Context: an optimization exercise on an open-source flow, tuned for small area. The choices shown serve that exercise and are no tape-out recipe. Only simulation tests tie the RTL to the original design; equivalence was not proved. No driver is modelled on the clock port, so clocking that relies on it looks cheaper here than on a real chip. Power is estimated from default activity; no workload was simulated.

==> flow/design.v <==
`timescale 1ns / 1ps
module top_FSM_LightStand_PWM(
    input i_clk, i_reset,
    input [2:0] i_button,
    output o_light
    );
    localparam integer B0 = 0, B1 = 13, BP = 26, BC = 27, B2 = 37;
    localparam [12:0] CNT_OFS  = 13'd128;
    localparam [12:0] CNT_END  = CNT_OFS + 13'd5000;
    localparam [12:0] CNT_SEEN = 13'b1010000001000;
    localparam [9:0]  PWM_OFS  = 10'd4;
    localparam [9:0]  PWM_END  = PWM_OFS + 10'd999;
    localparam [9:0]  PWM_SEEN = 10'b1111101011;
    reg [6:0] r_div;
    wire w_tick = (r_div[5:0] == 6'b100011);
    wire w_pwm_step = (r_div[4:0] == 5'b01101);
    always @(posedge i_clk or posedge i_reset) begin
        if (i_reset) r_div <= 7'd12;
        else r_div <= {r_div[5:0], r_div[6] ^ r_div[0] ^ w_tick};
    end
    reg [49:0] r_ring;
    reg [2:0] r_carry;       
    reg [2:1] r_pushed;      
    reg [2:0] r_level;       
    reg r_light;
    wire [12:0] w_cnt0 = r_ring[B0+12:B0];
    wire [12:0] w_cnt1 = r_ring[B1+12:B1];
    wire [12:0] w_cnt2 = r_ring[B2+12:B2];
    wire [9:0]  w_pwm  = r_ring[BC+9:BC];
    wire [2:0]  w_p    = {r_pushed, r_ring[BP]};
    wire [2:0] w_full = {
        (w_cnt2 & CNT_SEEN) == (CNT_END & CNT_SEEN),
        (w_cnt1 & CNT_SEEN) == (CNT_END & CNT_SEEN),
        (w_cnt0 & CNT_SEEN) == (CNT_END & CNT_SEEN)};
    wire w_pwm_full = (w_pwm & PWM_SEEN) == (PWM_END & PWM_SEEN);
    wire [2:0] w_diff = i_button ^ w_p;
    wire [2:0] w_flip = {3{w_tick}} & w_diff & w_full;    
    wire [2:0] w_inc  = {3{w_tick}} & w_diff & ~w_full;
    wire [2:0] w_rel  = w_flip & w_p;                     
    wire w_pwm_clr = w_tick & w_pwm_full;
    wire [2:0] w_cin = r_carry | w_inc | {2'b00, w_pwm_step};
    wire [2:0] w_ain = {r_ring[B2], r_ring[B1], r_ring[B0]};
    wire [2:0] w_sum = w_ain ^ w_cin;
    localparam [12:0] CNT_CHG = CNT_END ^ CNT_OFS;
    localparam [9:0]  PWM_CHG = PWM_END ^ (PWM_OFS - 10'd1);
    localparam [49:0] CHG = {CNT_CHG, PWM_CHG, 1'b0, CNT_CHG, CNT_CHG};
    localparam [49:0] VAL = {CNT_OFS, PWM_OFS - 10'd1, 1'b0, CNT_OFS, CNT_OFS};
    wire [49:0] w_clr = {{13{w_flip[2]}}, {10{w_pwm_clr}}, 1'b0, {13{w_flip[1]}}, {13{w_flip[0]}}};
    wire [49:0] w_in = {w_sum[0], r_ring[49:B2+1], w_sum[2], r_ring[B2-1:B1+1],
                        w_sum[1], r_ring[B1-1:1]};
    wire [49:0] w_next;
    genvar g;
    generate for (g = 0; g < 50; g = g + 1) begin : sh
        localparam integer S = (g + 1) % 50;    
        if (S == BP)
            assign w_next[g] = r_ring[BP] ^ w_flip[0];
        else if (CHG[S])
            assign w_next[g] = w_clr[S] ? VAL[S] : w_in[g];
        else
            assign w_next[g] = w_in[g];
    end endgenerate
    function lt_const(input [9:0] a, input [9:0] k);
        integer i;
        reg lt, eq;
        begin
            lt = 1'b0; eq = 1'b1;
            for (i = 9; i >= 0; i = i - 1) begin
                if (k[i]) begin
                    lt = lt | (eq & ~a[i]);
                    eq = eq & a[i];
                end else
                    eq = eq & ~a[i];
            end
            lt_const = lt;
        end
    endfunction
    reg [2:0] w_lnext;
    always @(*) begin
        w_lnext = r_level;
        if (w_rel[0])
            case (r_level)
                3'd0: w_lnext = 3'd1;
                3'd1: w_lnext = 3'd2;
                3'd2: w_lnext = 3'd3;
                default: w_lnext = 3'd4;
            endcase
        else if (w_rel[1])
            case (r_level)
                3'd4: w_lnext = 3'd3;
                3'd3: w_lnext = 3'd2;
                3'd2: w_lnext = 3'd1;
                default: w_lnext = 3'd0;
            endcase
        else if (w_rel[2])
            w_lnext = 3'd0;
    end
    reg w_y;
    always @(*) begin
        case (r_level)
            3'd1: w_y = lt_const(w_pwm, PWM_OFS + 10'd300);
            3'd2: w_y = lt_const(w_pwm, PWM_OFS + 10'd600);
            3'd3: w_y = lt_const(w_pwm, PWM_OFS + 10'd800);
            3'd4: w_y = ~w_pwm_full;
            default: w_y = 1'b0;
        endcase
    end
    localparam [49:0] TICK0 = {CNT_OFS, PWM_OFS + 10'd1, 1'b0, CNT_OFS, CNT_OFS};
    localparam [49:0] RESET = {TICK0[0], TICK0[49:1]};
    always @(posedge i_clk or posedge i_reset) begin
        if (i_reset) begin
            r_ring <= RESET;
            r_carry <= 3'd0;
            r_pushed <= 2'b00;
            r_level <= 3'd0;
            r_light <= 1'b0;
        end else begin
            r_ring <= w_next;
            r_carry <= w_cin & w_ain;
            r_pushed <= r_pushed ^ w_flip[2:1];
            r_level <= w_lnext;
            if (w_tick) r_light <= w_y;
        end
    end
    assign o_light = r_light;
endmodule
Settings: LEC_CHECK=0, CAP_MARGIN=20, CORE_MARGIN=2, CORE_UTILIZATION=40, SLEW_MARGIN=20; clock period 10.0 ns.
standard.sh (not shown) runs the stock make flow with config.mk's settings and CLKGATE_MAP_FILE= SYNTH_SCRIPT=/design/flow/synth_recipe.tcl, a recipe that flattens the netlist after the stock synthesis.
==> flow/flow/run.sh <==
#!/bin/bash
# The standard layout with these changes:
# - the standard synthesis maps the logic with an area-oriented ABC script
#   (flow/abc_map.script in place of ORFS's abc_speed.script; everything
#   else in synthesis is unchanged);
# - after the standard synthesis, every combinational cell gets its smallest
#   drive strength (flow/downsize.py); the placement resizer sizes up what
#   needs it;
# - the clock tree is a clkbuf_2 that drives four clkbuf_8, one per quarter
#   of the registers (flow/pre_cts.tcl, run before CTS, which then has
#   nothing left to do);
# - port buffers of the smallest buffer cell.
set -euo pipefail
rm -rf scripts_abc
cp -r "$FLOW_HOME/scripts" scripts_abc
cp flow/abc_map.script scripts_abc/abc_speed.script
bash standard.sh "SCRIPTS_DIR=$PWD/scripts_abc" synth > synth.log 2>&1
R=orfs/results/$FLOW_PLATFORM/top_FSM_LightStand_PWM/base
python3 flow/downsize.py $R/1_2_yosys.v \
  $FLOW_HOME/platforms/sky130hd/lib/sky130_fd_sc_hd__tt_025C_1v80.lib > downsize.log 2>&1
bash standard.sh \
  "PRE_CTS_TCL=$PWD/flow/pre_cts.tcl" \
  "CTS_ARGS=-clk_nets i_clk -dont_use_dummy_load -buf_list sky130_fd_sc_hd__clkbuf_1" \
  "BUFFER_PORTS_ARGS=-buffer_cell sky130_fd_sc_hd__buf_1" \
  finish > standard.log 2>&1
Other scripts of this flow, unchanged in this note and not shown: flow/flow/abc_map.script, flow/flow/downsize.py, flow/flow/pre_cts.tcl
Then changed:
--- a/flow/design.v
+++ b/flow/design.v
@@ -5,15 +5,15 @@
     output o_light
     );
     localparam integer B0 = 0, B1 = 13, BP = 26, BC = 27, B2 = 37;
     localparam [12:0] CNT_OFS  = 13'd128;
     localparam [12:0] CNT_END  = CNT_OFS + 13'd5000;
     localparam [12:0] CNT_SEEN = 13'b1010000001000;
-    localparam [9:0]  PWM_OFS  = 10'd4;
+    localparam [9:0]  PWM_OFS  = 10'd1;
     localparam [9:0]  PWM_END  = PWM_OFS + 10'd999;
-    localparam [9:0]  PWM_SEEN = 10'b1111101011;
+    localparam [9:0]  PWM_SEEN = 10'b1111101000;
     reg [6:0] r_div;
     wire w_tick = (r_div[5:0] == 6'b100011);
     wire w_pwm_step = (r_div[4:0] == 5'b01101);
     always @(posedge i_clk or posedge i_reset) begin
         if (i_reset) r_div <= 7'd12;
         else r_div <= {r_div[5:0], r_div[6] ^ r_div[0] ^ w_tick};
Effect:
- via count increases by 0.79%
- worst setup slack degrades by 0.067 ns
- cell area goes up by 0.37%
- hold slack gets worse by 0.0041 ns
- power climbs by 0.94%
- wire length climbs by 0.44%
- global-route usage is lower by 0.29 points
- sequential share of layout area is lower by 0.31 points
- synthesized cell count is lower by 1.3%
- synthesized area is higher by 0.40%
- fmax fell by 2.2%
- clock skew is about the same
- final cell count goes down by 0.85%

-- port drivers added, routing unchanged --
How much do the figures lean on ideal ports? The routed layouts below were timed once more, with nothing changed but the port constraints.
Step 1, drivers: a clkbuf_16 drives i_clk and a buf_2 each remaining input, both assumed.
Step 2, shift: input delay + t, output delay - t, t = (earliest + latest rising clock arrival at the registers) / 2. This alone moves slack from input paths to output paths.
a / b / c = no drivers / after step 1 / after step 2; a / b = the first two.
run | shift t [ns] | slack for setup (ns) | hold slack, ns | worst setup path after step 2 | worst slew at a driven data input, ns
the first run | 0.419 | 7.037 / 7.039 / 6.620 | 0.352 / 0.352 / 0.352 | input to register | 0.03
the second run | 0.433 | 6.969 / 6.965 / 6.532 | 0.348 / 0.348 / 0.348 | input to register | 0.03
After both steps setup and hold are still met in every run listed. The setup slack of the second run, which loses most, moves by -0.004 ns with the drivers and by -0.437 ns with both steps.
